From an optimization exercise on the open Yosys and OpenROAD flow, aimed at small area and a short achievable clock period; shortcuts taken in it are not production practice. Only simulation tests tie the RTL to the original design; equivalence was not proved. No activity file was given, so power comes from the tool's default toggle rates.

### config.mk
export PLATFORM = sky130hd
export DESIGN_NAME = CPU
export DESIGN_NICKNAME = CPU
export VERILOG_FILES = /design/flow/design.v
export SDC_FILE = /design/flow/constraint.sdc
export NUM_CORES = 4
export LEC_CHECK = 0
export ABC_AREA = 1
export CAP_MARGIN = 20
export CORE_MARGIN = 2
export CORE_UTILIZATION = 40
export SETUP_SLACK_MARGIN = 5
export SLEW_MARGIN = 20
### constraint.sdc
create_clock -name core_clock -period 12.0 [get_ports {clk}]
set_input_delay 2.4000 -clock core_clock [delete_from_list [all_inputs] [get_ports {clk}]]
set_output_delay 2.4000 -clock core_clock [all_outputs]
set_load 0.01 [all_outputs]
### design.v
`timescale 1ns / 1ps
module smul(input wire [7:0] a, input wire [7:0] b, output wire [7:0] y);
  wire pp1 = a[0] & b[0];
  wire pp2 = a[0] & b[1];
  wire pp3 = a[0] & b[2];
  wire pp4 = a[0] & b[3];
  wire pp5 = a[0] & b[4];
  wire pp6 = a[0] & b[5];
  wire pp7 = a[0] & b[6];
  wire pp8 = a[0] & b[7];
  wire pp9 = a[1] & b[0];
  wire pp10 = a[1] & b[1];
  wire pp11 = a[1] & b[2];
  wire pp12 = a[1] & b[3];
  wire pp13 = a[1] & b[4];
  wire pp14 = a[1] & b[5];
  wire pp15 = a[1] & b[6];
  wire pp16 = a[2] & b[0];
  wire pp17 = a[2] & b[1];
  wire pp18 = a[2] & b[2];
  wire pp19 = a[2] & b[3];
  wire pp20 = a[2] & b[4];
  wire pp21 = a[2] & b[5];
  wire pp22 = a[3] & b[0];
  wire pp23 = a[3] & b[1];
  wire pp24 = a[3] & b[2];
  wire pp25 = a[3] & b[3];
  wire pp26 = a[3] & b[4];
  wire pp27 = a[4] & b[0];
  wire pp28 = a[4] & b[1];
  wire pp29 = a[4] & b[2];
  wire pp30 = a[4] & b[3];
  wire pp31 = a[5] & b[0];
  wire pp32 = a[5] & b[1];
  wire pp33 = a[5] & b[2];
  wire pp34 = a[6] & b[0];
  wire pp35 = a[6] & b[1];
  wire pp36 = a[7] & b[0];
  wire h39 = pp3 ^ pp10;
  wire s37 = h39 ^ pp16;
  wire c38 = h39 ? pp16 : pp3;
  wire h42 = pp4 ^ pp11;
  wire s40 = h42 ^ pp17;
  wire c41 = h42 ? pp17 : pp4;
  wire h45 = pp22 ^ c38;
  wire s43 = h45 ^ s40;
  wire c44 = h45 ? s40 : pp22;
  wire h48 = pp5 ^ pp12;
  wire s46 = h48 ^ pp18;
  wire c47 = h48 ? pp18 : pp5;
  wire h51 = pp23 ^ pp27;
  wire s49 = h51 ^ c41;
  wire c50 = h51 ? c41 : pp23;
  wire h54 = s46 ^ c44;
  wire s52 = h54 ^ s49;
  wire c53 = h54 ? s49 : s46;
  wire h57 = pp6 ^ pp13;
  wire s55 = h57 ^ pp19;
  wire c56 = h57 ? pp19 : pp6;
  wire h60 = pp24 ^ pp28;
  wire s58 = h60 ^ pp31;
  wire c59 = h60 ? pp31 : pp24;
  wire h63 = c47 ^ s55;
  wire s61 = h63 ^ s58;
  wire c62 = h63 ? s58 : c47;
  wire h66 = c50 ^ s61;
  wire s64 = h66 ^ c53;
  wire c65 = h66 ? c53 : c50;
  wire h69 = pp7 ^ pp14;
  wire s67 = h69 ^ pp20;
  wire c68 = h69 ? pp20 : pp7;
  wire h72 = pp25 ^ pp29;
  wire s70 = h72 ^ pp32;
  wire c71 = h72 ? pp32 : pp25;
  wire h75 = pp34 ^ c56;
  wire s73 = h75 ^ c59;
  wire c74 = h75 ? c59 : pp34;
  wire h78 = s67 ^ s70;
  wire s76 = h78 ^ c62;
  wire c77 = h78 ? c62 : s67;
  wire h81 = s73 ^ s76;
  wire s79 = h81 ^ c65;
  wire c80 = h81 ? c65 : s73;
  wire x82 = pp8 ^ pp15;
  wire x83 = pp21 ^ pp26;
  wire x84 = pp30 ^ pp33;
  wire x85 = pp35 ^ pp36;
  wire x86 = x82 ^ x83;
  wire x87 = x84 ^ x85;
  wire x88 = c68 ^ c71;
  wire x89 = x86 ^ x87;
  wire x90 = x88 ^ x89;
  wire x91 = c74 ^ x90;
  wire x92 = x91 ^ c77;
  wire x93 = x92 ^ c80;
  wire [7:0] rx = {x93, s79, s64, s52, s43, s37, pp2, pp1};
  wire [7:0] ry = {1'b0, 1'b0, 1'b0, 1'b0, 1'b0, 1'b0, pp9, 1'b0};
  assign y = rx + ry;
endmodule
module vdot_tree(input wire [63:0] a, input wire [63:0] b, output wire [7:0] y);
  wire pp1 = a[0] & b[0];
  wire pp2 = a[0] & b[1];
  wire pp3 = a[0] & b[2];
  wire pp4 = a[0] & b[3];
  wire pp5 = a[0] & b[4];
  wire pp6 = a[0] & b[5];
  wire pp7 = a[0] & b[6];
  wire pp8 = a[0] & b[7];
  wire pp9 = a[1] & b[0];
  wire pp10 = a[1] & b[1];
  wire pp11 = a[1] & b[2];
  wire pp12 = a[1] & b[3];
  wire pp13 = a[1] & b[4];
  wire pp14 = a[1] & b[5];
  wire pp15 = a[1] & b[6];
  wire pp16 = a[2] & b[0];
  wire pp17 = a[2] & b[1];
  wire pp18 = a[2] & b[2];
  wire pp19 = a[2] & b[3];
  wire pp20 = a[2] & b[4];
  wire pp21 = a[2] & b[5];
  wire pp22 = a[3] & b[0];
  wire pp23 = a[3] & b[1];
  wire pp24 = a[3] & b[2];
  wire pp25 = a[3] & b[3];
  wire pp26 = a[3] & b[4];
  wire pp27 = a[4] & b[0];
  wire pp28 = a[4] & b[1];
  wire pp29 = a[4] & b[2];
  wire pp30 = a[4] & b[3];
  wire pp31 = a[5] & b[0];
  wire pp32 = a[5] & b[1];
  wire pp33 = a[5] & b[2];
  wire pp34 = a[6] & b[0];
  wire pp35 = a[6] & b[1];
  wire pp36 = a[7] & b[0];
  wire pp37 = a[8] & b[8];
  wire pp38 = a[8] & b[9];
  wire pp39 = a[8] & b[10];
  wire pp40 = a[8] & b[11];
  wire pp41 = a[8] & b[12];
  wire pp42 = a[8] & b[13];
  wire pp43 = a[8] & b[14];
  wire pp44 = a[8] & b[15];
  wire pp45 = a[9] & b[8];
  wire pp46 = a[9] & b[9];
  wire pp47 = a[9] & b[10];
  wire pp48 = a[9] & b[11];
  wire pp49 = a[9] & b[12];
  wire pp50 = a[9] & b[13];
  wire pp51 = a[9] & b[14];
  wire pp52 = a[10] & b[8];
  wire pp53 = a[10] & b[9];
  wire pp54 = a[10] & b[10];
  wire pp55 = a[10] & b[11];
  wire pp56 = a[10] & b[12];
  wire pp57 = a[10] & b[13];
  wire pp58 = a[11] & b[8];
  wire pp59 = a[11] & b[9];
  wire pp60 = a[11] & b[10];
  wire pp61 = a[11] & b[11];
  wire pp62 = a[11] & b[12];
  wire pp63 = a[12] & b[8];
  wire pp64 = a[12] & b[9];
  wire pp65 = a[12] & b[10];
  wire pp66 = a[12] & b[11];
  wire pp67 = a[13] & b[8];
  wire pp68 = a[13] & b[9];
  wire pp69 = a[13] & b[10];
  wire pp70 = a[14] & b[8];
  wire pp71 = a[14] & b[9];
  wire pp72 = a[15] & b[8];
  wire pp73 = a[16] & b[16];
  wire pp74 = a[16] & b[17];
  wire pp75 = a[16] & b[18];
  wire pp76 = a[16] & b[19];
  wire pp77 = a[16] & b[20];
  wire pp78 = a[16] & b[21];
  wire pp79 = a[16] & b[22];
  wire pp80 = a[16] & b[23];
  wire pp81 = a[17] & b[16];
  wire pp82 = a[17] & b[17];
  wire pp83 = a[17] & b[18];
  wire pp84 = a[17] & b[19];
  wire pp85 = a[17] & b[20];
  wire pp86 = a[17] & b[21];
  wire pp87 = a[17] & b[22];
  wire pp88 = a[18] & b[16];
  wire pp89 = a[18] & b[17];
  wire pp90 = a[18] & b[18];
  wire pp91 = a[18] & b[19];
  wire pp92 = a[18] & b[20];
  wire pp93 = a[18] & b[21];
  wire pp94 = a[19] & b[16];
  wire pp95 = a[19] & b[17];
  wire pp96 = a[19] & b[18];
  wire pp97 = a[19] & b[19];
  wire pp98 = a[19] & b[20];
  wire pp99 = a[20] & b[16];
  wire pp100 = a[20] & b[17];
  wire pp101 = a[20] & b[18];
  wire pp102 = a[20] & b[19];
  wire pp103 = a[21] & b[16];
  wire pp104 = a[21] & b[17];
  wire pp105 = a[21] & b[18];
  wire pp106 = a[22] & b[16];
  wire pp107 = a[22] & b[17];
  wire pp108 = a[23] & b[16];
  wire pp109 = a[24] & b[24];
  wire pp110 = a[24] & b[25];
  wire pp111 = a[24] & b[26];
  wire pp112 = a[24] & b[27];
  wire pp113 = a[24] & b[28];
  wire pp114 = a[24] & b[29];
  wire pp115 = a[24] & b[30];
  wire pp116 = a[24] & b[31];
  wire pp117 = a[25] & b[24];
  wire pp118 = a[25] & b[25];
  wire pp119 = a[25] & b[26];
  wire pp120 = a[25] & b[27];
  wire pp121 = a[25] & b[28];
  wire pp122 = a[25] & b[29];
  wire pp123 = a[25] & b[30];
  wire pp124 = a[26] & b[24];
  wire pp125 = a[26] & b[25];
  wire pp126 = a[26] & b[26];
  wire pp127 = a[26] & b[27];
  wire pp128 = a[26] & b[28];
  wire pp129 = a[26] & b[29];
  wire pp130 = a[27] & b[24];
  wire pp131 = a[27] & b[25];
  wire pp132 = a[27] & b[26];
  wire pp133 = a[27] & b[27];
  wire pp134 = a[27] & b[28];
  wire pp135 = a[28] & b[24];
  wire pp136 = a[28] & b[25];
  wire pp137 = a[28] & b[26];
  wire pp138 = a[28] & b[27];
  wire pp139 = a[29] & b[24];
  wire pp140 = a[29] & b[25];
  wire pp141 = a[29] & b[26];
  wire pp142 = a[30] & b[24];
  wire pp143 = a[30] & b[25];
  wire pp144 = a[31] & b[24];
  wire pp145 = a[32] & b[32];
  wire pp146 = a[32] & b[33];
  wire pp147 = a[32] & b[34];
  wire pp148 = a[32] & b[35];
  wire pp149 = a[32] & b[36];
  wire pp150 = a[32] & b[37];
  wire pp151 = a[32] & b[38];
  wire pp152 = a[32] & b[39];
  wire pp153 = a[33] & b[32];
  wire pp154 = a[33] & b[33];
  wire pp155 = a[33] & b[34];
  wire pp156 = a[33] & b[35];
  wire pp157 = a[33] & b[36];
  wire pp158 = a[33] & b[37];
  wire pp159 = a[33] & b[38];
  wire pp160 = a[34] & b[32];
  wire pp161 = a[34] & b[33];
  wire pp162 = a[34] & b[34];
  wire pp163 = a[34] & b[35];
  wire pp164 = a[34] & b[36];
  wire pp165 = a[34] & b[37];
  wire pp166 = a[35] & b[32];
  wire pp167 = a[35] & b[33];
  wire pp168 = a[35] & b[34];
  wire pp169 = a[35] & b[35];
  wire pp170 = a[35] & b[36];
  wire pp171 = a[36] & b[32];
  wire pp172 = a[36] & b[33];
  wire pp173 = a[36] & b[34];
  wire pp174 = a[36] & b[35];
  wire pp175 = a[37] & b[32];
  wire pp176 = a[37] & b[33];
  wire pp177 = a[37] & b[34];
  wire pp178 = a[38] & b[32];
  wire pp179 = a[38] & b[33];
  wire pp180 = a[39] & b[32];
  wire pp181 = a[40] & b[40];
  wire pp182 = a[40] & b[41];
  wire pp183 = a[40] & b[42];
  wire pp184 = a[40] & b[43];
  wire pp185 = a[40] & b[44];
  wire pp186 = a[40] & b[45];
  wire pp187 = a[40] & b[46];
  wire pp188 = a[40] & b[47];
  wire pp189 = a[41] & b[40];
  wire pp190 = a[41] & b[41];
  wire pp191 = a[41] & b[42];
  wire pp192 = a[41] & b[43];
  wire pp193 = a[41] & b[44];
  wire pp194 = a[41] & b[45];
  wire pp195 = a[41] & b[46];
  wire pp196 = a[42] & b[40];
  wire pp197 = a[42] & b[41];
  wire pp198 = a[42] & b[42];
  wire pp199 = a[42] & b[43];
  wire pp200 = a[42] & b[44];
  wire pp201 = a[42] & b[45];
  wire pp202 = a[43] & b[40];
  wire pp203 = a[43] & b[41];
  wire pp204 = a[43] & b[42];
  wire pp205 = a[43] & b[43];
  wire pp206 = a[43] & b[44];
  wire pp207 = a[44] & b[40];
  wire pp208 = a[44] & b[41];
  wire pp209 = a[44] & b[42];
  wire pp210 = a[44] & b[43];
  wire pp211 = a[45] & b[40];
  wire pp212 = a[45] & b[41];
  wire pp213 = a[45] & b[42];
  wire pp214 = a[46] & b[40];
  wire pp215 = a[46] & b[41];
  wire pp216 = a[47] & b[40];
  wire pp217 = a[48] & b[48];
  wire pp218 = a[48] & b[49];
  wire pp219 = a[48] & b[50];
  wire pp220 = a[48] & b[51];
  wire pp221 = a[48] & b[52];
  wire pp222 = a[48] & b[53];
  wire pp223 = a[48] & b[54];
  wire pp224 = a[48] & b[55];
  wire pp225 = a[49] & b[48];
  wire pp226 = a[49] & b[49];
  wire pp227 = a[49] & b[50];
  wire pp228 = a[49] & b[51];
  wire pp229 = a[49] & b[52];
  wire pp230 = a[49] & b[53];
  wire pp231 = a[49] & b[54];
  wire pp232 = a[50] & b[48];
  wire pp233 = a[50] & b[49];
  wire pp234 = a[50] & b[50];
  wire pp235 = a[50] & b[51];
  wire pp236 = a[50] & b[52];
  wire pp237 = a[50] & b[53];
  wire pp238 = a[51] & b[48];
  wire pp239 = a[51] & b[49];
  wire pp240 = a[51] & b[50];
  wire pp241 = a[51] & b[51];
  wire pp242 = a[51] & b[52];
  wire pp243 = a[52] & b[48];
  wire pp244 = a[52] & b[49];
  wire pp245 = a[52] & b[50];
  wire pp246 = a[52] & b[51];
  wire pp247 = a[53] & b[48];
  wire pp248 = a[53] & b[49];
  wire pp249 = a[53] & b[50];
  wire pp250 = a[54] & b[48];
  wire pp251 = a[54] & b[49];
  wire pp252 = a[55] & b[48];
  wire pp253 = a[56] & b[56];
  wire pp254 = a[56] & b[57];
  wire pp255 = a[56] & b[58];
  wire pp256 = a[56] & b[59];
  wire pp257 = a[56] & b[60];
  wire pp258 = a[56] & b[61];
  wire pp259 = a[56] & b[62];
  wire pp260 = a[56] & b[63];
  wire pp261 = a[57] & b[56];
  wire pp262 = a[57] & b[57];
  wire pp263 = a[57] & b[58];
  wire pp264 = a[57] & b[59];
  wire pp265 = a[57] & b[60];
  wire pp266 = a[57] & b[61];
  wire pp267 = a[57] & b[62];
  wire pp268 = a[58] & b[56];
  wire pp269 = a[58] & b[57];
  wire pp270 = a[58] & b[58];
  wire pp271 = a[58] & b[59];
  wire pp272 = a[58] & b[60];
  wire pp273 = a[58] & b[61];
  wire pp274 = a[59] & b[56];
  wire pp275 = a[59] & b[57];
  wire pp276 = a[59] & b[58];
  wire pp277 = a[59] & b[59];
  wire pp278 = a[59] & b[60];
  wire pp279 = a[60] & b[56];
  wire pp280 = a[60] & b[57];
  wire pp281 = a[60] & b[58];
  wire pp282 = a[60] & b[59];
  wire pp283 = a[61] & b[56];
  wire pp284 = a[61] & b[57];
  wire pp285 = a[61] & b[58];
  wire pp286 = a[62] & b[56];
  wire pp287 = a[62] & b[57];
  wire pp288 = a[63] & b[56];
  wire s289 = pp1 ^ pp37 ^ pp73;
  wire c290 = (pp1 & pp37) | (pp1 & pp73) | (pp37 & pp73);
  wire s291 = pp109 ^ pp145 ^ pp181;
  wire c292 = (pp109 & pp145) | (pp109 & pp181) | (pp145 & pp181);
  wire s293 = pp217 ^ pp253 ^ s289;
  wire c294 = (pp217 & pp253) | (pp217 & s289) | (pp253 & s289);
  wire s295 = pp2 ^ pp9 ^ pp38;
  wire c296 = (pp2 & pp9) | (pp2 & pp38) | (pp9 & pp38);
  wire s297 = pp45 ^ pp74 ^ pp81;
  wire c298 = (pp45 & pp74) | (pp45 & pp81) | (pp74 & pp81);
  wire s299 = pp110 ^ pp117 ^ pp146;
  wire c300 = (pp110 & pp117) | (pp110 & pp146) | (pp117 & pp146);
  wire s301 = pp153 ^ pp182 ^ pp189;
  wire c302 = (pp153 & pp182) | (pp153 & pp189) | (pp182 & pp189);
  wire s303 = pp218 ^ pp225 ^ pp254;
  wire c304 = (pp218 & pp225) | (pp218 & pp254) | (pp225 & pp254);
  wire s305 = pp261 ^ c290 ^ c292;
  wire c306 = (pp261 & c290) | (pp261 & c292) | (c290 & c292);
  wire s307 = s295 ^ s297 ^ s299;
  wire c308 = (s295 & s297) | (s295 & s299) | (s297 & s299);
  wire h311 = s301 ^ s303;
  wire s309 = h311 ^ c294;
  wire c310 = h311 ? c294 : s301;
  wire h314 = s305 ^ s307;
  wire s312 = h314 ^ s309;
  wire c313 = h314 ? s309 : s305;
  wire s315 = pp3 ^ pp10 ^ pp16;
  wire c316 = (pp3 & pp10) | (pp3 & pp16) | (pp10 & pp16);
  wire s317 = pp39 ^ pp46 ^ pp52;
  wire c318 = (pp39 & pp46) | (pp39 & pp52) | (pp46 & pp52);
  wire s319 = pp75 ^ pp82 ^ pp88;
  wire c320 = (pp75 & pp82) | (pp75 & pp88) | (pp82 & pp88);
  wire s321 = pp111 ^ pp118 ^ pp124;
  wire c322 = (pp111 & pp118) | (pp111 & pp124) | (pp118 & pp124);
  wire s323 = pp147 ^ pp154 ^ pp160;
  wire c324 = (pp147 & pp154) | (pp147 & pp160) | (pp154 & pp160);
  wire s325 = pp183 ^ pp190 ^ pp196;
  wire c326 = (pp183 & pp190) | (pp183 & pp196) | (pp190 & pp196);
  wire s327 = pp219 ^ pp226 ^ pp232;
  wire c328 = (pp219 & pp226) | (pp219 & pp232) | (pp226 & pp232);
  wire s329 = pp255 ^ pp262 ^ pp268;
  wire c330 = (pp255 & pp262) | (pp255 & pp268) | (pp262 & pp268);
  wire s331 = c296 ^ c298 ^ c300;
  wire c332 = (c296 & c298) | (c296 & c300) | (c298 & c300);
  wire s333 = c302 ^ c304 ^ s315;
  wire c334 = (c302 & c304) | (c302 & s315) | (c304 & s315);
  wire s335 = s317 ^ s319 ^ s321;
  wire c336 = (s317 & s319) | (s317 & s321) | (s319 & s321);
  wire s337 = s323 ^ s325 ^ s327;
  wire c338 = (s323 & s325) | (s323 & s327) | (s325 & s327);
  wire h341 = s329 ^ c306;
  wire s339 = h341 ^ c308;
  wire c340 = h341 ? c308 : s329;
  wire h344 = s331 ^ s333;
  wire s342 = h344 ^ s335;
  wire c343 = h344 ? s335 : s331;
  wire h347 = s337 ^ c310;
  wire s345 = h347 ^ s339;
  wire c346 = h347 ? s339 : s337;
  wire h350 = s342 ^ c313;
  wire s348 = h350 ^ s345;
  wire c349 = h350 ? s345 : s342;
  wire s351 = pp4 ^ pp11 ^ pp17;
  wire c352 = (pp4 & pp11) | (pp4 & pp17) | (pp11 & pp17);
  wire s353 = pp22 ^ pp40 ^ pp47;
  wire c354 = (pp22 & pp40) | (pp22 & pp47) | (pp40 & pp47);
  wire s355 = pp53 ^ pp58 ^ pp76;
  wire c356 = (pp53 & pp58) | (pp53 & pp76) | (pp58 & pp76);
  wire s357 = pp83 ^ pp89 ^ pp94;
  wire c358 = (pp83 & pp89) | (pp83 & pp94) | (pp89 & pp94);
  wire s359 = pp112 ^ pp119 ^ pp125;
  wire c360 = (pp112 & pp119) | (pp112 & pp125) | (pp119 & pp125);
  wire s361 = pp130 ^ pp148 ^ pp155;
  wire c362 = (pp130 & pp148) | (pp130 & pp155) | (pp148 & pp155);
  wire s363 = pp161 ^ pp166 ^ pp184;
  wire c364 = (pp161 & pp166) | (pp161 & pp184) | (pp166 & pp184);
  wire s365 = pp191 ^ pp197 ^ pp202;
  wire c366 = (pp191 & pp197) | (pp191 & pp202) | (pp197 & pp202);
  wire s367 = pp220 ^ pp227 ^ pp233;
  wire c368 = (pp220 & pp227) | (pp220 & pp233) | (pp227 & pp233);
  wire s369 = pp238 ^ pp256 ^ pp263;
  wire c370 = (pp238 & pp256) | (pp238 & pp263) | (pp256 & pp263);
  wire s371 = pp269 ^ pp274 ^ c316;
  wire c372 = (pp269 & pp274) | (pp269 & c316) | (pp274 & c316);
  wire s373 = c318 ^ c320 ^ c322;
  wire c374 = (c318 & c320) | (c318 & c322) | (c320 & c322);
  wire s375 = c324 ^ c326 ^ c328;
  wire c376 = (c324 & c326) | (c324 & c328) | (c326 & c328);
  wire s377 = c330 ^ s351 ^ s353;
  wire c378 = (c330 & s351) | (c330 & s353) | (s351 & s353);
  wire s379 = s355 ^ s357 ^ s359;
  wire c380 = (s355 & s357) | (s355 & s359) | (s357 & s359);
  wire s381 = s361 ^ s363 ^ s365;
  wire c382 = (s361 & s363) | (s361 & s365) | (s363 & s365);
  wire h385 = s367 ^ s369;
  wire s383 = h385 ^ c332;
  wire c384 = h385 ? c332 : s367;
  wire h388 = c334 ^ c336;
  wire s386 = h388 ^ c338;
  wire c387 = h388 ? c338 : c334;
  wire h391 = s371 ^ s373;
  wire s389 = h391 ^ s375;
  wire c390 = h391 ? s375 : s371;
  wire h394 = s377 ^ s379;
  wire s392 = h394 ^ s381;
  wire c393 = h394 ? s381 : s377;
  wire h397 = c340 ^ s383;
  wire s395 = h397 ^ c343;
  wire c396 = h397 ? c343 : c340;
  wire h400 = s386 ^ s389;
  wire s398 = h400 ^ s392;
  wire c399 = h400 ? s392 : s386;
  wire h403 = c346 ^ s395;
  wire s401 = h403 ^ s398;
  wire c402 = h403 ? s398 : c346;
  wire s404 = pp5 ^ pp12 ^ pp18;
  wire c405 = (pp5 & pp12) | (pp5 & pp18) | (pp12 & pp18);
  wire s406 = pp23 ^ pp27 ^ pp41;
  wire c407 = (pp23 & pp27) | (pp23 & pp41) | (pp27 & pp41);
  wire s408 = pp48 ^ pp54 ^ pp59;
  wire c409 = (pp48 & pp54) | (pp48 & pp59) | (pp54 & pp59);
  wire s410 = pp63 ^ pp77 ^ pp84;
  wire c411 = (pp63 & pp77) | (pp63 & pp84) | (pp77 & pp84);
  wire s412 = pp90 ^ pp95 ^ pp99;
  wire c413 = (pp90 & pp95) | (pp90 & pp99) | (pp95 & pp99);
  wire s414 = pp113 ^ pp120 ^ pp126;
  wire c415 = (pp113 & pp120) | (pp113 & pp126) | (pp120 & pp126);
  wire s416 = pp131 ^ pp135 ^ pp149;
  wire c417 = (pp131 & pp135) | (pp131 & pp149) | (pp135 & pp149);
  wire s418 = pp156 ^ pp162 ^ pp167;
  wire c419 = (pp156 & pp162) | (pp156 & pp167) | (pp162 & pp167);
  wire s420 = pp171 ^ pp185 ^ pp192;
  wire c421 = (pp171 & pp185) | (pp171 & pp192) | (pp185 & pp192);
  wire s422 = pp198 ^ pp203 ^ pp207;
  wire c423 = (pp198 & pp203) | (pp198 & pp207) | (pp203 & pp207);
  wire s424 = pp221 ^ pp228 ^ pp234;
  wire c425 = (pp221 & pp228) | (pp221 & pp234) | (pp228 & pp234);
  wire s426 = pp239 ^ pp243 ^ pp257;
  wire c427 = (pp239 & pp243) | (pp239 & pp257) | (pp243 & pp257);
  wire s428 = pp264 ^ pp270 ^ pp275;
  wire c429 = (pp264 & pp270) | (pp264 & pp275) | (pp270 & pp275);
  wire s430 = pp279 ^ c352 ^ c354;
  wire c431 = (pp279 & c352) | (pp279 & c354) | (c352 & c354);
  wire s432 = c356 ^ c358 ^ c360;
  wire c433 = (c356 & c358) | (c356 & c360) | (c358 & c360);
  wire s434 = c362 ^ c364 ^ c366;
  wire c435 = (c362 & c364) | (c362 & c366) | (c364 & c366);
  wire s436 = c368 ^ c370 ^ s404;
  wire c437 = (c368 & c370) | (c368 & s404) | (c370 & s404);
  wire s438 = s406 ^ s408 ^ s410;
  wire c439 = (s406 & s408) | (s406 & s410) | (s408 & s410);
  wire s440 = s412 ^ s414 ^ s416;
  wire c441 = (s412 & s414) | (s412 & s416) | (s414 & s416);
  wire s442 = s418 ^ s420 ^ s422;
  wire c443 = (s418 & s420) | (s418 & s422) | (s420 & s422);
  wire s444 = s424 ^ s426 ^ s428;
  wire c445 = (s424 & s426) | (s424 & s428) | (s426 & s428);
  wire h448 = c372 ^ c374;
  wire s446 = h448 ^ c376;
  wire c447 = h448 ? c376 : c372;
  wire h451 = c378 ^ c380;
  wire s449 = h451 ^ c382;
  wire c450 = h451 ? c382 : c378;
  wire h454 = s430 ^ s432;
  wire s452 = h454 ^ s434;
  wire c453 = h454 ? s434 : s430;
  wire h457 = s436 ^ s438;
  wire s455 = h457 ^ s440;
  wire c456 = h457 ? s440 : s436;
  wire h460 = s442 ^ s444;
  wire s458 = h460 ^ c384;
  wire c459 = h460 ? c384 : s442;
  wire h463 = c387 ^ c390;
  wire s461 = h463 ^ s446;
  wire c462 = h463 ? s446 : c387;
  wire h466 = c393 ^ s449;
  wire s464 = h466 ^ s452;
  wire c465 = h466 ? s452 : c393;
  wire h469 = s455 ^ s458;
  wire s467 = h469 ^ c396;
  wire c468 = h469 ? c396 : s455;
  wire h472 = s461 ^ c399;
  wire s470 = h472 ^ s464;
  wire c471 = h472 ? s464 : s461;
  wire h475 = s467 ^ s470;
  wire s473 = h475 ^ c402;
  wire c474 = h475 ? c402 : s467;
  wire s476 = pp6 ^ pp13 ^ pp19;
  wire c477 = (pp6 & pp13) | (pp6 & pp19) | (pp13 & pp19);
  wire s478 = pp24 ^ pp28 ^ pp31;
  wire c479 = (pp24 & pp28) | (pp24 & pp31) | (pp28 & pp31);
  wire s480 = pp42 ^ pp49 ^ pp55;
  wire c481 = (pp42 & pp49) | (pp42 & pp55) | (pp49 & pp55);
  wire s482 = pp60 ^ pp64 ^ pp67;
  wire c483 = (pp60 & pp64) | (pp60 & pp67) | (pp64 & pp67);
  wire s484 = pp78 ^ pp85 ^ pp91;
  wire c485 = (pp78 & pp85) | (pp78 & pp91) | (pp85 & pp91);
  wire s486 = pp96 ^ pp100 ^ pp103;
  wire c487 = (pp96 & pp100) | (pp96 & pp103) | (pp100 & pp103);
  wire s488 = pp114 ^ pp121 ^ pp127;
  wire c489 = (pp114 & pp121) | (pp114 & pp127) | (pp121 & pp127);
  wire s490 = pp132 ^ pp136 ^ pp139;
  wire c491 = (pp132 & pp136) | (pp132 & pp139) | (pp136 & pp139);
  wire s492 = pp150 ^ pp157 ^ pp163;
  wire c493 = (pp150 & pp157) | (pp150 & pp163) | (pp157 & pp163);
  wire s494 = pp168 ^ pp172 ^ pp175;
  wire c495 = (pp168 & pp172) | (pp168 & pp175) | (pp172 & pp175);
  wire s496 = pp186 ^ pp193 ^ pp199;
  wire c497 = (pp186 & pp193) | (pp186 & pp199) | (pp193 & pp199);
  wire s498 = pp204 ^ pp208 ^ pp211;
  wire c499 = (pp204 & pp208) | (pp204 & pp211) | (pp208 & pp211);
  wire s500 = pp222 ^ pp229 ^ pp235;
  wire c501 = (pp222 & pp229) | (pp222 & pp235) | (pp229 & pp235);
  wire s502 = pp240 ^ pp244 ^ pp247;
  wire c503 = (pp240 & pp244) | (pp240 & pp247) | (pp244 & pp247);
  wire s504 = pp258 ^ pp265 ^ pp271;
  wire c505 = (pp258 & pp265) | (pp258 & pp271) | (pp265 & pp271);
  wire s506 = pp276 ^ pp280 ^ pp283;
  wire c507 = (pp276 & pp280) | (pp276 & pp283) | (pp280 & pp283);
  wire s508 = c405 ^ c407 ^ c409;
  wire c509 = (c405 & c407) | (c405 & c409) | (c407 & c409);
  wire s510 = c411 ^ c413 ^ c415;
  wire c511 = (c411 & c413) | (c411 & c415) | (c413 & c415);
  wire s512 = c417 ^ c419 ^ c421;
  wire c513 = (c417 & c419) | (c417 & c421) | (c419 & c421);
  wire s514 = c423 ^ c425 ^ c427;
  wire c515 = (c423 & c425) | (c423 & c427) | (c425 & c427);
  wire s516 = c429 ^ s476 ^ s478;
  wire c517 = (c429 & s476) | (c429 & s478) | (s476 & s478);
  wire s518 = s480 ^ s482 ^ s484;
  wire c519 = (s480 & s482) | (s480 & s484) | (s482 & s484);
  wire s520 = s486 ^ s488 ^ s490;
  wire c521 = (s486 & s488) | (s486 & s490) | (s488 & s490);
  wire s522 = s492 ^ s494 ^ s496;
  wire c523 = (s492 & s494) | (s492 & s496) | (s494 & s496);
  wire s524 = s498 ^ s500 ^ s502;
  wire c525 = (s498 & s500) | (s498 & s502) | (s500 & s502);
  wire h528 = s504 ^ s506;
  wire s526 = h528 ^ c431;
  wire c527 = h528 ? c431 : s504;
  wire h531 = c433 ^ c435;
  wire s529 = h531 ^ c437;
  wire c530 = h531 ? c437 : c433;
  wire h534 = c439 ^ c441;
  wire s532 = h534 ^ c443;
  wire c533 = h534 ? c443 : c439;
  wire h537 = c445 ^ s508;
  wire s535 = h537 ^ s510;
  wire c536 = h537 ? s510 : c445;
  wire h540 = s512 ^ s514;
  wire s538 = h540 ^ s516;
  wire c539 = h540 ? s516 : s512;
  wire h543 = s518 ^ s520;
  wire s541 = h543 ^ s522;
  wire c542 = h543 ? s522 : s518;
  wire h546 = s524 ^ c447;
  wire s544 = h546 ^ c450;
  wire c545 = h546 ? c450 : s524;
  wire h549 = c453 ^ s526;
  wire s547 = h549 ^ c456;
  wire c548 = h549 ? c456 : c453;
  wire h552 = s529 ^ s532;
  wire s550 = h552 ^ s535;
  wire c551 = h552 ? s535 : s529;
  wire h555 = s538 ^ s541;
  wire s553 = h555 ^ c459;
  wire c554 = h555 ? c459 : s538;
  wire h558 = c462 ^ c465;
  wire s556 = h558 ^ s544;
  wire c557 = h558 ? s544 : c462;
  wire h561 = s547 ^ s550;
  wire s559 = h561 ^ s553;
  wire c560 = h561 ? s553 : s547;
  wire h564 = c468 ^ s556;
  wire s562 = h564 ^ c471;
  wire c563 = h564 ? c471 : c468;
  wire h567 = s559 ^ s562;
  wire s565 = h567 ^ c474;
  wire c566 = h567 ? c474 : s559;
  wire s568 = pp7 ^ pp14 ^ pp20;
  wire c569 = (pp7 & pp14) | (pp7 & pp20) | (pp14 & pp20);
  wire s570 = pp25 ^ pp29 ^ pp32;
  wire c571 = (pp25 & pp29) | (pp25 & pp32) | (pp29 & pp32);
  wire s572 = pp34 ^ pp43 ^ pp50;
  wire c573 = (pp34 & pp43) | (pp34 & pp50) | (pp43 & pp50);
  wire s574 = pp56 ^ pp61 ^ pp65;
  wire c575 = (pp56 & pp61) | (pp56 & pp65) | (pp61 & pp65);
  wire s576 = pp68 ^ pp70 ^ pp79;
  wire c577 = (pp68 & pp70) | (pp68 & pp79) | (pp70 & pp79);
  wire s578 = pp86 ^ pp92 ^ pp97;
  wire c579 = (pp86 & pp92) | (pp86 & pp97) | (pp92 & pp97);
  wire s580 = pp101 ^ pp104 ^ pp106;
  wire c581 = (pp101 & pp104) | (pp101 & pp106) | (pp104 & pp106);
  wire s582 = pp115 ^ pp122 ^ pp128;
  wire c583 = (pp115 & pp122) | (pp115 & pp128) | (pp122 & pp128);
  wire s584 = pp133 ^ pp137 ^ pp140;
  wire c585 = (pp133 & pp137) | (pp133 & pp140) | (pp137 & pp140);
  wire s586 = pp142 ^ pp151 ^ pp158;
  wire c587 = (pp142 & pp151) | (pp142 & pp158) | (pp151 & pp158);
  wire s588 = pp164 ^ pp169 ^ pp173;
  wire c589 = (pp164 & pp169) | (pp164 & pp173) | (pp169 & pp173);
  wire s590 = pp176 ^ pp178 ^ pp187;
  wire c591 = (pp176 & pp178) | (pp176 & pp187) | (pp178 & pp187);
  wire s592 = pp194 ^ pp200 ^ pp205;
  wire c593 = (pp194 & pp200) | (pp194 & pp205) | (pp200 & pp205);
  wire s594 = pp209 ^ pp212 ^ pp214;
  wire c595 = (pp209 & pp212) | (pp209 & pp214) | (pp212 & pp214);
  wire s596 = pp223 ^ pp230 ^ pp236;
  wire c597 = (pp223 & pp230) | (pp223 & pp236) | (pp230 & pp236);
  wire s598 = pp241 ^ pp245 ^ pp248;
  wire c599 = (pp241 & pp245) | (pp241 & pp248) | (pp245 & pp248);
  wire s600 = pp250 ^ pp259 ^ pp266;
  wire c601 = (pp250 & pp259) | (pp250 & pp266) | (pp259 & pp266);
  wire s602 = pp272 ^ pp277 ^ pp281;
  wire c603 = (pp272 & pp277) | (pp272 & pp281) | (pp277 & pp281);
  wire s604 = pp284 ^ pp286 ^ c477;
  wire c605 = (pp284 & pp286) | (pp284 & c477) | (pp286 & c477);
  wire s606 = c479 ^ c481 ^ c483;
  wire c607 = (c479 & c481) | (c479 & c483) | (c481 & c483);
  wire s608 = c485 ^ c487 ^ c489;
  wire c609 = (c485 & c487) | (c485 & c489) | (c487 & c489);
  wire s610 = c491 ^ c493 ^ c495;
  wire c611 = (c491 & c493) | (c491 & c495) | (c493 & c495);
  wire s612 = c497 ^ c499 ^ c501;
  wire c613 = (c497 & c499) | (c497 & c501) | (c499 & c501);
  wire s614 = c503 ^ c505 ^ c507;
  wire c615 = (c503 & c505) | (c503 & c507) | (c505 & c507);
  wire s616 = s568 ^ s570 ^ s572;
  wire c617 = (s568 & s570) | (s568 & s572) | (s570 & s572);
  wire s618 = s574 ^ s576 ^ s578;
  wire c619 = (s574 & s576) | (s574 & s578) | (s576 & s578);
  wire s620 = s580 ^ s582 ^ s584;
  wire c621 = (s580 & s582) | (s580 & s584) | (s582 & s584);
  wire s622 = s586 ^ s588 ^ s590;
  wire c623 = (s586 & s588) | (s586 & s590) | (s588 & s590);
  wire s624 = s592 ^ s594 ^ s596;
  wire c625 = (s592 & s594) | (s592 & s596) | (s594 & s596);
  wire s626 = s598 ^ s600 ^ s602;
  wire c627 = (s598 & s600) | (s598 & s602) | (s600 & s602);
  wire h630 = c509 ^ c511;
  wire s628 = h630 ^ c513;
  wire c629 = h630 ? c513 : c509;
  wire h633 = c515 ^ c517;
  wire s631 = h633 ^ c519;
  wire c632 = h633 ? c519 : c515;
  wire h636 = c521 ^ c523;
  wire s634 = h636 ^ c525;
  wire c635 = h636 ? c525 : c521;
  wire h639 = s604 ^ s606;
  wire s637 = h639 ^ s608;
  wire c638 = h639 ? s608 : s604;
  wire h642 = s610 ^ s612;
  wire s640 = h642 ^ s614;
  wire c641 = h642 ? s614 : s610;
  wire h645 = s616 ^ s618;
  wire s643 = h645 ^ s620;
  wire c644 = h645 ? s620 : s616;
  wire h648 = s622 ^ s624;
  wire s646 = h648 ^ s626;
  wire c647 = h648 ? s626 : s622;
  wire h651 = c527 ^ c530;
  wire s649 = h651 ^ c533;
  wire c650 = h651 ? c533 : c527;
  wire h654 = c536 ^ s628;
  wire s652 = h654 ^ c539;
  wire c653 = h654 ? c539 : c536;
  wire h657 = c542 ^ s631;
  wire s655 = h657 ^ s634;
  wire c656 = h657 ? s634 : c542;
  wire h660 = s637 ^ s640;
  wire s658 = h660 ^ s643;
  wire c659 = h660 ? s643 : s637;
  wire h663 = s646 ^ c545;
  wire s661 = h663 ^ c548;
  wire c662 = h663 ? c548 : s646;
  wire h666 = c551 ^ s649;
  wire s664 = h666 ^ s652;
  wire c665 = h666 ? s652 : c551;
  wire h669 = s655 ^ s658;
  wire s667 = h669 ^ c554;
  wire c668 = h669 ? c554 : s655;
  wire h672 = c557 ^ s661;
  wire s670 = h672 ^ s664;
  wire c671 = h672 ? s664 : c557;
  wire h675 = c560 ^ s667;
  wire s673 = h675 ^ c563;
  wire c674 = h675 ? c563 : c560;
  wire h678 = s670 ^ s673;
  wire s676 = h678 ^ c566;
  wire c677 = h678 ? c566 : s670;
  wire x679 = pp8 ^ pp15;
  wire x680 = pp21 ^ pp26;
  wire x681 = pp30 ^ pp33;
  wire x682 = pp35 ^ pp36;
  wire x683 = pp44 ^ pp51;
  wire x684 = pp57 ^ pp62;
  wire x685 = pp66 ^ pp69;
  wire x686 = pp71 ^ pp72;
  wire x687 = pp80 ^ pp87;
  wire x688 = pp93 ^ pp98;
  wire x689 = pp102 ^ pp105;
  wire x690 = pp107 ^ pp108;
  wire x691 = pp116 ^ pp123;
  wire x692 = pp129 ^ pp134;
  wire x693 = pp138 ^ pp141;
  wire x694 = pp143 ^ pp144;
  wire x695 = pp152 ^ pp159;
  wire x696 = pp165 ^ pp170;
  wire x697 = pp174 ^ pp177;
  wire x698 = pp179 ^ pp180;
  wire x699 = pp188 ^ pp195;
  wire x700 = pp201 ^ pp206;
  wire x701 = pp210 ^ pp213;
  wire x702 = pp215 ^ pp216;
  wire x703 = pp224 ^ pp231;
  wire x704 = pp237 ^ pp242;
  wire x705 = pp246 ^ pp249;
  wire x706 = pp251 ^ pp252;
  wire x707 = pp260 ^ pp267;
  wire x708 = pp273 ^ pp278;
  wire x709 = pp282 ^ pp285;
  wire x710 = pp287 ^ pp288;
  wire x711 = x679 ^ x680;
  wire x712 = x681 ^ x682;
  wire x713 = x683 ^ x684;
  wire x714 = x685 ^ x686;
  wire x715 = x687 ^ x688;
  wire x716 = x689 ^ x690;
  wire x717 = x691 ^ x692;
  wire x718 = x693 ^ x694;
  wire x719 = x695 ^ x696;
  wire x720 = x697 ^ x698;
  wire x721 = x699 ^ x700;
  wire x722 = x701 ^ x702;
  wire x723 = x703 ^ x704;
  wire x724 = x705 ^ x706;
  wire x725 = x707 ^ x708;
  wire x726 = x709 ^ x710;
  wire x727 = c569 ^ c571;
  wire x728 = c573 ^ c575;
  wire x729 = c577 ^ c579;
  wire x730 = c581 ^ c583;
  wire x731 = c585 ^ c587;
  wire x732 = c589 ^ c591;
  wire x733 = c593 ^ c595;
  wire x734 = c597 ^ c599;
  wire x735 = c601 ^ c603;
  wire x736 = x711 ^ x712;
  wire x737 = x713 ^ x714;
  wire x738 = x715 ^ x716;
  wire x739 = x717 ^ x718;
  wire x740 = x719 ^ x720;
  wire x741 = x721 ^ x722;
  wire x742 = x723 ^ x724;
  wire x743 = x725 ^ x726;
  wire x744 = x727 ^ x728;
  wire x745 = x729 ^ x730;
  wire x746 = x731 ^ x732;
  wire x747 = x733 ^ x734;
  wire x748 = x735 ^ x736;
  wire x749 = x737 ^ x738;
  wire x750 = x739 ^ x740;
  wire x751 = x741 ^ x742;
  wire x752 = x743 ^ c605;
  wire x753 = c607 ^ c609;
  wire x754 = c611 ^ c613;
  wire x755 = c615 ^ c617;
  wire x756 = c619 ^ c621;
  wire x757 = c623 ^ c625;
  wire x758 = c627 ^ x744;
  wire x759 = x745 ^ x746;
  wire x760 = x747 ^ x748;
  wire x761 = x749 ^ x750;
  wire x762 = x751 ^ x752;
  wire x763 = x753 ^ x754;
  wire x764 = x755 ^ x756;
  wire x765 = x757 ^ x758;
  wire x766 = x759 ^ x760;
  wire x767 = x761 ^ c629;
  wire x768 = c632 ^ c635;
  wire x769 = c638 ^ c641;
  wire x770 = x762 ^ x763;
  wire x771 = c644 ^ c647;
  wire x772 = x764 ^ x765;
  wire x773 = x766 ^ x767;
  wire x774 = x768 ^ x769;
  wire x775 = x770 ^ x771;
  wire x776 = x772 ^ c650;
  wire x777 = x773 ^ c653;
  wire x778 = c656 ^ x774;
  wire x779 = c659 ^ x775;
  wire x780 = x776 ^ x777;
  wire x781 = x778 ^ x779;
  wire x782 = c662 ^ x780;
  wire x783 = c665 ^ x781;
  wire x784 = x782 ^ x783;
  wire x785 = c668 ^ c671;
  wire x786 = x784 ^ x785;
  wire x787 = c674 ^ x786;
  wire x788 = x787 ^ c677;
  wire [7:0] rx = {x788, s676, s565, s473, c349, s348, s312, s291};
  wire [7:0] ry = {1'b0, 1'b0, 1'b0, 1'b0, s401, 1'b0, 1'b0, s293};
  assign y = rx + ry;
endmodule
`timescale 1ns / 1ps
module CPU( input clk,
	input rst,
	input wire [31:0] inst,
	input wire [63:0]	main_memory_input_data_path,
	output reg[63:0] main_memory_output_data_path,
	output wire[31:0] pc_inst_addr,
	output wire		Vector_Write_Access,
	output wire		Memory_Write_Access,
	output wire		Load_Vector_Flag,
	output wire 		Load_Word_Flag,
	output wire[11:0]	Main_Memory_Address
	);
	wire [5:0] op  = inst[31:26];
	wire [4:0] rd  = inst[25:21];
	wire [4:0] rs1 = inst[20:16];
	wire [4:0] rs2 = inst[15:11];
	wire [7:0] imm = inst[15:8];
	wire [63:0] mem = main_memory_input_data_path;
	wire op_add  = op == 6'b000000;
	wire op_sub  = op == 6'b000001;
	wire op_mul  = op == 6'b000010;
	wire op_and  = op == 6'b000100;
	wire op_or   = op == 6'b000101;
	wire op_xor  = op == 6'b000110;
	wire op_sll  = op == 6'b001000;
	wire op_srl  = op == 6'b001001;
	wire op_slt  = op == 6'b001010;
	wire op_seq  = op == 6'b001011;
	wire op_addi = op == 6'b001101;
	wire op_andi = op == 6'b001110;
	wire op_xori = op == 6'b001111;
	wire op_slti = op == 6'b101000;
	wire op_vadd = op == 6'b010000;
	wire op_vsub = op == 6'b010001;
	wire op_vdot = op == 6'b010010;
	wire op_lw   = op == 6'b100101;
	wire op_lv   = op == 6'b101101;
	wire op_sw   = op == 6'b100110;
	wire op_sv   = op == 6'b101110;
	wire op_rar  = op == 6'b101111;
	wire op_raw  = op == 6'b101100;
	wire op_beq  = op == 6'b100011;
	wire op_bgt  = op == 6'b011111;
	wire op_jmp  = op == 6'b110000;
	assign Load_Word_Flag      = op_lw | op_rar;
	assign Load_Vector_Flag    = op_lv | op_rar;
	assign Memory_Write_Access = op_sw | op_raw;
	assign Vector_Write_Access = op_sv | op_raw;
	assign Main_Memory_Address = inst[11:0];
	wire imm_sel = op_addi | op_andi | op_xori | op_slti | op_beq | op_bgt;
	wire s_we = op_add | op_sub | op_mul | op_and | op_or | op_xor | op_sll | op_srl |
	            op_slt | op_seq | op_addi | op_andi | op_xori | op_slti | op_lw;
	wire v_we = op_vadd | op_vsub | op_vdot | op_lv;
	reg [7:0]  R [0:30];
	reg [63:0] V [0:2];
	reg [31:0] T;
	reg [31:0] PC;
	assign pc_inst_addr = PC;
	wire [255:0] rf;
	genvar g;
	generate
		for (g = 0; g < 31; g = g + 1) begin : rf_flat
			assign rf[8*g +: 8] = R[g];
		end
	endgenerate
	assign rf[255:248] = 8'd0;
	function [7:0] rdmux(input [255:0] x, input [4:0] s);
		reg [63:0] l1;
		reg [15:0] l2;
		integer q;
		begin
			for (q = 0; q < 8; q = q + 1)
				case (s[1:0])
					2'd0: l1[8*q +: 8] = x[32*q +: 8];
					2'd1: l1[8*q +: 8] = x[32*q + 8 +: 8];
					2'd2: l1[8*q +: 8] = x[32*q + 16 +: 8];
					default: l1[8*q +: 8] = x[32*q + 24 +: 8];
				endcase
			for (q = 0; q < 2; q = q + 1)
				case (s[3:2])
					2'd0: l2[8*q +: 8] = l1[32*q +: 8];
					2'd1: l2[8*q +: 8] = l1[32*q + 8 +: 8];
					2'd2: l2[8*q +: 8] = l1[32*q + 16 +: 8];
					default: l2[8*q +: 8] = l1[32*q + 24 +: 8];
				endcase
			rdmux = s[4] ? l2[15:8] : l2[7:0];
		end
	endfunction
	wire [7:0] A = rdmux(rf, rs1);
	wire [7:0] B = rdmux(rf, rs2);
	wire nva = op_sw | op_raw;
	wire [63:0] VA = (V[0] & {64{rs1 == 5'd0 && !nva}}) |
	                 (V[1] & {64{rs1 == 5'd1 && !nva}}) |
	                 (V[2] & {64{rs1 == 5'd2 && !nva}});
	wire [63:0] VB = (V[0] & {64{rs2 == 5'd0}}) |
	                 (V[1] & {64{rs2 == 5'd1}}) |
	                 (V[2] & {64{rs2 == 5'd2}});
	always @(*) begin
		main_memory_output_data_path = VA;
		main_memory_output_data_path[7:0] = VA[7:0] | (A & {8{op_sw}}) | (PC[7:0] & {8{op_raw}});
		main_memory_output_data_path[31:8] = VA[31:8] | (PC[31:8] & {24{op_raw}});
	end
	wire [7:0] B2 = imm_sel ? imm : B;
	wire do_sub = !(op_add | op_addi);
	wire [7:0] b2x = B2 ^ {8{do_sub}};
	reg [8:0] dc;
	reg [7:0] diff;
	integer d;
	always @(*) begin
		dc[0] = do_sub;
		for (d = 0; d < 8; d = d + 1) begin
			diff[d] = A[d] ^ b2x[d] ^ dc[d];
			dc[d+1] = (A[d] ^ b2x[d]) ? dc[d] : A[d];
		end
	end
	wire lt = !dc[8];                 
	wire eq = (A == B2);
	wire [7:0] prod;
	smul u_mul(.a(A), .b(B), .y(prod));
	wire [7:0] shl = (B[7:3] != 5'd0) ? 8'd0 : (A << B[2:0]);
	wire [7:0] shr = (B[7:3] != 5'd0) ? 8'd0 : (A >> B[2:0]);
	reg [7:0] alu;
	always @(*) begin
		alu = 8'd0;
		if (op_add | op_addi | op_sub) alu = diff;
		if (op_mul)                    alu = prod;
		if (op_and | op_andi)          alu = A & B2;
		if (op_or)                     alu = A | B2;
		if (op_xor | op_xori)          alu = A ^ B2;
		if (op_sll)                    alu = shl;
		if (op_srl)                    alu = shr;
		if (op_slt | op_slti)          alu = {7'd0, lt};
		if (op_seq)                    alu = {7'd0, eq};
	end
	wire [7:0] s_wdata = op_lw ? mem[7:0] : alu;
	reg [63:0] vaddsub;
	wire [7:0] dot;
	vdot_tree u_dot(.a(VA), .b(VB), .y(dot));
	integer k, m;
	reg [8:0] cy;
	reg [7:0] bb;
	always @(*) begin
		for (k = 0; k < 8; k = k + 1) begin
			bb = VB[8*k +: 8] ^ {8{op_vsub}};
			cy[0] = op_vsub;
			for (m = 0; m < 8; m = m + 1) begin
				vaddsub[8*k+m] = VA[8*k+m] ^ bb[m] ^ cy[m];
				cy[m+1] = (VA[8*k+m] ^ bb[m]) ? cy[m] : VA[8*k+m];
			end
		end
	end
	wire [63:0] v_wdata = op_lv ? mem : (op_vdot ? {56'd0, dot} : vaddsub);
	wire taken = (op_beq & !eq) | (op_bgt & !lt & !eq);
	always @(posedge clk) begin
		if (rst) PC <= 32'd0;
		else if (op_jmp) PC <= {6'd0, inst[25:0]};
		else if (taken) PC <= T;
		else PC <= PC + 32'd4;
	end
	always @(posedge clk)
		if (op_rar) T <= mem[31:0];
	integer j;
	always @(posedge clk) begin
		for (j = 0; j < 31; j = j + 1)
			if (s_we && rd == j) R[j] <= s_wdata;
		for (j = 0; j < 3; j = j + 1)
			if (v_we && rd == j) V[j] <= v_wdata;
	end
endmodule
### flow/run.sh
#!/bin/bash
set -euo pipefail
bash standard.sh "BUFFER_PORTS_ARGS=-buffer_cell sky130_fd_sc_hd__buf_2" \
  "CTS_ARGS=-sink_clustering_enable -repair_clock_nets -dont_use_dummy_load -buf_list {sky130_fd_sc_hd__clkbuf_2 sky130_fd_sc_hd__clkbuf_4 sky130_fd_sc_hd__clkbuf_8}" \
  finish > standard_flow.log 2>&1
### standard.sh
#!/bin/bash
# synth_recipe.tcl (not shown) runs the flow's synth.tcl, then flattens the netlist and writes it again
# the make line also repeats each setting of config.mk as NAME=value (left out here)
make -C /OpenROAD-flow-scripts/flow DESIGN_CONFIG=/design/flow/config.mk WORK_HOME=/design/flow/orfs CLKGATE_MAP_FILE= SYNTH_SCRIPT=/design/flow/synth_recipe.tcl "${@:-finish}"
==> metrics.md, run 1 <==
| Metric | Value |
|---|---|
| Status | complete, no violations |
| LEAKAGE | 0.0192 uW |
| Final hold violations | 0 |
| Hold path endpoint | PC[15] |
| Most used cell, CP | nand2_1 |
| Largest net degree at the start of global routing | 65 |
| Max Root-Sink Buffers | 3 |
| Gpl congestion | 0.968 |
| GR Layer Usage met3 | 4.99% |
| First-pass GRT wire length | 208 mm |
| Layout cells sized above 1 | 19.1% |
| Vias | 34,777 |
| Total power draw | 4090 uW |
| Final Skew | 0.166 ns |
| Crit path buffers/inverters | 10 |
| Worst-path fanout max | 20 |
| VDD IR-drop max | 0.0778 mV |
| Largest area contributor in the synthesized netlist | edfxtp_1 |
| WS Path Type | primary input to flop |
| DRC viols | 0 |
| Synth top area cells | edfxtp_1, nand2_1, fa_1, xor2_1, inv_1 |
| Max incr delay on CP | 0.54 ns |
| CTS Sinks | 504 |
| Vias in the first global route | 32,735 |
| Finish-stage setup viols | 0 |
| Die width | 310 um |
| Part of the Yosys area used for sequential elements | 39.7% |
| CP top delay family | simple AND/OR/NAND/NOR gates |
| Yosys reg bits | 504 |
| Nets | 5,278 |
| Core area | 0.0929 mm2 |
| Root Buffer | clkbuf_8 |
| Syn_nets | 4,915 |
| Share of synthesized registers carrying an async set or reset | 0% |
| Initial antenna violation count | 8 |
| Data arrival, critical path | 7.59 ns |
| Post-Route Utilization | 47.6% |
| Met2 Usage GRT | 47.4% |
| Synth-to-layout area growth | 18.4% |
| Synth Cell Area | 0.0373 mm2 |
| Hold_sp | T[15] |
| Pwr dens | 92.5 mW/mm2 |
| Final WL | 143 mm |
| Hold-critical path depth | 2 |
| Die area | 0.0958 mm2 |
| Top Usage Layer GRT | met2 |
| Reg2Reg Depth | 33 |
| Worst rel slew slack | 26.4% |
| Startpoint type of the worst setup path | primary input |
| Cts bufs inserted | 89 |
| GRT overflow | 0 |
| CTS tree | built |
| Final max-slew violation count | 0 |
| Remaining antenna violation count | 0 |
| Setup TNS Final | 0 ns |
| I/O pin cnt | 210 |
| Starting Density | 40.2% |
| Most frequent cells in the layout | nand2_1, edfxtp_1, inv_1 |
| Met1 Use GR | 39.1% |
| Min Tclk post-route | 7.22 ns |
| GRT Resource Usage Total | 29.3% |
| # rows | 112 |
| First drt pass iteration count | 6 |
| CTS HTree Levels | 3 |
| Tcrit/Tclk final | 60.2% |
| Unique cell type count in the Yosys netlist | 70 |
| Worst R2R End | V[0][7] |
| Syn Area/Cell | 7.98 um2 |
| Cts hold-fix bufs | 0 |
| IO buf count | 209 |
| Synth Flop Type | edfxtp_1 |
| Reg clk slew, reported paths | 0.05 ns |
| EDFF count, synth | 472 |
| Hold/Removal Path Class | flop to flop |
| WL/cell | 22.8 um |
| Pin slew with the least headroom to its limit | 1.10 ns |
| RSZ-0062 raised after global routing | yes |
| Max Cap Viol | 0 |
| Top cell type's share of synthesized area | 38.0% |
| Commonest non-fill, non-tap cell in the layout | nand2_1 |
| Req. time, crit path | 12.37 ns |
| FF-to-FF setup slack | 6.99 ns |
| FMAX | 138 MHz |
| Via/cell ratio | 5.52 |
| DR iter-0 viols | 4,146 |
| Later-pin clock latency in the skew report | 0.79 ns |
| Synthesized instance count | 4,680 |
| Yosys warns | 3 |
| Dpl hpwl | 96.8 mm |
| Die Span Y | 310 um |
| Setup crit end kind | flop |
| Reg2Reg Launch Point | V[1][16] |
| Slowest cell on the critical path | fa_1 |
[synthesized netlist by cell type (28+ instances only)]
master,number
nand2_1,1614
inv_1,502
edfxtp_1,472
nand3_1,325
nor2_1,248
o21ai_0,245
xor2_1,218
a21oi_1,130
fa_1,115
xnor2_1,98
o21ai_1,62
buf_4,49
nand3_2,42
o211ai_1,42
buf_2,41
clkbuf_1,38
or2_2,34
dfxtp_1,32
nand4_1,31
buf_6,30
inv_2,28
[cell families after synthesis]
logic type,Yosys count,synth area share (%)
AO/OA/AOI/OAI,617,9.79
AND/OR/NAND/NOR,2388,27.3
adder cells (fa/ha/maj),141,7.01
buffers and inverters,703,8.34
multiplexers,3,0.0804
flip-flops,504,39.7
XOR/XNOR,324,7.76
[metal layers]
layer / up-vias / routed length, um
met4: 4 / 6160
met3: 354 / 14500
met1: 16647 / 57000
met5: - / 21
li1: 15923 / -
met2: 1849 / 65700
[power breakdown]
group	internal, uW	leakage [uW]	switching (uW)	total [uW]
registers	1950	0.00463	8.36	1960
logic	250	0.0139	561	811
clock network	648	0.000640	668	1320
total	2850	0.0192	1240	4090
[worst max-delay path by stage]
stage / endpoint / from / cells past startpoint
after global placement: V[0][7] / inst[17] / 36
after detailed placement: V[1][7] / inst[17] / 36
after global routing: V[1][7] / inst[31] / 43
final: V[1][7] / inst[17] / 38
after floorplan: V[0][7] / inst[11] / 36
after CTS: main_memory_output_data_path[6] / inst[19] / 9
[area by class of cell]
cell class              instances  area (um2)
multi-input cells            3477       20900
well taps                    1254        1570
flip-flops and latches        504       14800
inverters                     539        2230
fillers                      8871       48700
repair inverters                7        73.8
clock buffers                  89        1220
repair buffers                425        3390
diodes                          2        5.00
[timing repair]
item	CTS	global route
pin swaps	100	52
gates cloned	19	3
buffers inserted	121	37
setup endpoints to repair	303	245
resized for setup	272	145
[through the flow]
step,hold slack (ns),cells,worst slack (ns),area [um2]
6_report,0.435,6297,4.78,44200
5_1_grt,0.473,6297,4.56,44200
4_1_cts,0.435,6254,4.97,43300
3_5_place_dp,0.487,6025,2.77,39600
3_3_place_gp,0.485,6025,2.82,39600
2_1_floorplan,0.468,4680,4.84,37700
[tightest hold or removal path, stage by stage (launching register included)]
cell	delay [ns]
edfxtp_1	0.32
nor2_1	0.04
o22ai_1	0.11
[sequential cells by signal, indices dropped and copies added (netlist names)]
| name | cells |
|---|---|
| PC | 32 |
| T | 32 |
| R | 248 |
| V | 192 |
==> run 2: changes to the inputs <==
--- a/config.mk
+++ b/config.mk
@@ -9,5 +9,6 @@
 export CAP_MARGIN = 20
 export CORE_MARGIN = 2
 export CORE_UTILIZATION = 40
+export PLACE_DENSITY = 0.75
 export SETUP_SLACK_MARGIN = 5
 export SLEW_MARGIN = 20
==> metrics.md, run 2 <==
| Metric | Value |
|---|---|
| Share of synthesized registers carrying an async set or reset | 0% |
| Placed Cells | 6,026 |
| Worst R2R End | V[0][7] |
| Synth top area cells | edfxtp_1, nand2_1, fa_1, xor2_1, inv_1 |
| Starting Density | 40.2% |
| Post-Place Worst Slack | 2.53 ns |
| Req. time, crit path | 12.51 ns |
| Syn Area/Cell | 7.98 um2 |
| VDD IR-drop max | 0.0771 mV |
| CTS tree | built |
| First-pass GRT wire length | 211 mm |
| Pwr dens | 93.4 mW/mm2 |
| Most frequent cells in the layout | nand2_1, inv_1, edfxtp_1 |
| Synthesized instance count | 4,680 |
| Tcrit/Tclk final | 60.4% |
| Initial antenna violation count | 14 |
| Setup TNS Final | 0 ns |
| Worst Setup SP | inst[16] |
| Setup crit end kind | flop |
| Design Area, Final | 0.0443 mm2 |
| Cts bufs inserted | 89 |
| Final max-slew violation count | 0 |
| GRT Resource Usage Total | 29.7% |
| Largest area contributor in the synthesized netlist | edfxtp_1 |
| Final WL | 146 mm |
| Synth-to-layout area growth | 18.7% |
| Max Root-Sink Buffers | 3 |
| RSZ-0062 raised after global routing | yes |
| # rows | 112 |
| Status | complete, no violations |
| Regs by FF count | R: 248 flops, V: 192 flops |
| Hold/Removal Path Class | flop to flop |
| GRT overflow | 0 |
| Pin slew with the least headroom to its limit | 1.12 ns |
| Leading cell types by count after synthesis | nand2_1, inv_1, edfxtp_1 |
| Syn_nets | 4,915 |
| Yosys reg bits | 504 |
| Reg clk slew, reported paths | 0.06 ns |
| Startpoint type of the worst setup path | primary input |
| Levels on crit path | 40 |
| Worst rel slew slack | 25.6% |
| Max incr delay on CP | 0.53 ns |
| Min Tclk post-route | 7.25 ns |
| Commonest non-fill, non-tap cell in the layout | nand2_1 |
| Unique cell type count in the Yosys netlist | 70 |
| Final worst setup slack | 4.75 ns |
| Max FFs per register | 248 |
| Reg2Reg Launch Point | V[1][0] |
| CTS Sinks | 504 |
| WL/cell | 23.1 um |
| Final hold violations | 0 |
| Synth Cell Area | 0.0373 mm2 |
| Die Span Y | 310 um |
| Final Non-Filler Cells | 6,303 |
| CTS HTree Levels | 3 |
| Most used cell, CP | nand2_1 |
| LEAKAGE | 0.0193 uW |
| First drt pass iteration count | 6 |
| Dpl hpwl | 94.5 mm |
| Most flop-heavy register | R |
| Slowest cell on the critical path | fa_1 |
| Via/cell ratio | 5.75 |
| Vias in the first global route | 34,162 |
| Yosys warns | 3 |
| Core area | 0.0929 mm2 |
| Part of the Yosys area used for sequential elements | 39.7% |
| DRC viols | 0 |
| Vias | 36,244 |
| WS Path Type | primary input to flop |
| Synth Flop Type | edfxtp_1 |
| EDFF count, synth | 472 |
| Critical Path Sink | V[0][7] |
| Finish-stage setup viols | 0 |
| Layout cells sized above 1 | 18.6% |
| Total power draw | 4140 uW |
| Root Buffer | clkbuf_8 |
| Post-placement cell area | 0.0396 mm2 |
| I/O pin cnt | 210 |
| Nets | 5,282 |
| Most common cell in the netlist | nand2_1 |
| Crit path buffers/inverters | 11 |
| FMAX | 138 MHz |
| Top cell type's share of synthesized area | 38.0% |
| Remaining antenna violation count | 0 |
| Final Skew | 0.0959 ns |
| Largest net degree at the start of global routing | 65 |
| Later-pin clock latency in the skew report | 0.76 ns |
| Die area | 0.0958 mm2 |
| Gpl congestion | 0.995 |
| Data arrival, critical path | 7.75 ns |
| DR iter-0 viols | 5,017 |
| Reg2Reg Depth | 32 |
| FF-to-FF setup slack | 7.07 ns |
| CP top delay family | simple AND/OR/NAND/NOR gates |
| Worst-path fanout max | 22 |
| Die width | 310 um |
| Max Cap Viol | 0 |
| IO buf count | 209 |
## run 2: layer usage
metal | global-route usage (%) | part of all wire (%) | vias to the layer above
li1 | - | - | 15941
met1 | 38.1 | 36 | 16982
met2 | 45.9 | 44 | 2703
met3 | 7.58 | 14 | 606
met4 | 15.7 | 5.9 | 12
met5 | 0 | 0.056 | -
## run 2: how the worst min path moves through the flow
stage,start,endpoint,slack [ns],cells past startpoint
after floorplan,T[30],PC[30],0.47,2
after global placement,T[30],PC[30],0.48,2
after detailed placement,PC[0],PC[0],0.49,2
after CTS,PC[0],PC[0],0.49,2
after global routing,T[8],PC[8],0.51,2
final,PC[0],PC[0],0.49,2
## run 2: cell families (layout without fill, tap and decap cells)
family / count (synthesis) / in the layout / share of synthesized area (%)
compound gates: 617 / 617 / 9.79
xor+xnor: 324 / 324 / 7.76
fa+ha+maj: 141 / 141 / 7.01
buf+inv: 703 / 1065 / 8.34
flops: 504 / 504 / 39.7
mux: 3 / 3 / 0.0804
other cells: 0 / 4 / 0
simple gates: 2388 / 2391 / 27.3
## run 2: power by group
| part | switching (uW) | total (uW) | leakage (uW) | internal [uW] |
|---|---|---|---|---|
| clock | 689 | 1340 | 0.000640 | 650 |
| combinational | 574 | 840 | 0.0140 | 265 |
| sequential | 8.97 | 1960 | 0.00463 | 1950 |
## run 2: metrics by stage
stage               hold slack, ns  util (%)
floorplan                    0.468         -
global placement             0.478      42.6
detailed placement           0.487      42.6
CTS                          0.494      46.9
global route                 0.512      47.7
finish                       0.493      47.7
## run 2: repair_timing
item	CTS	global route
resized for setup	259	112
endpoints found under the setup margin	272	136
pin swaps	75	65
setup buffers	119	34
gates cloned	27	3
hold buffers	0	0
## run 2: cell type report
type | count | area, um2
fillers | 8523 | 48600
multi-input cells | 3476 | 20800
flip-flops and latches | 504 | 14800
repair buffers | 430 | 3650
inverters | 539 | 2180
well taps | 1254 | 1570
clock buffers | 89 | 1220
repair inverters | 7 | 96.3
diodes | 4 | 10.0
## run 2: worst min-delay path, delay by kind of cell (launching register included)
kind	cells	cell delay [ns]
flops	1	0.32
compound gates	1	0.06
simple gates	1	0.06

-- separate check: timing with driven ports --
No port has a modelled driver above. Below, the same layouts with a new extraction and two added sets of constraints. Step 1 assumes that a clkbuf_16 drives the clock port and a buf_2 every other input. Step 2 also shifts input and output timing later by t, the mid clock arrival at the registers, as if the neighbouring blocks saw the same clock. Slacks: ideal / step 1 / step 2; pairs: ideal / step 1.
run	t (ns)	slack for setup (ns)	worst register clock-pin slew, ns
run 1	0.772	4.780 / 4.742 / 3.970	0.07 / 0.07
run 2	0.777	4.751 / 4.738 / 3.961	0.07 / 0.07
After both steps setup and hold are still met in every run listed. The setup slack of run 1, which loses most, moves by -0.038 ns with the drivers and by -0.810 ns with both steps.
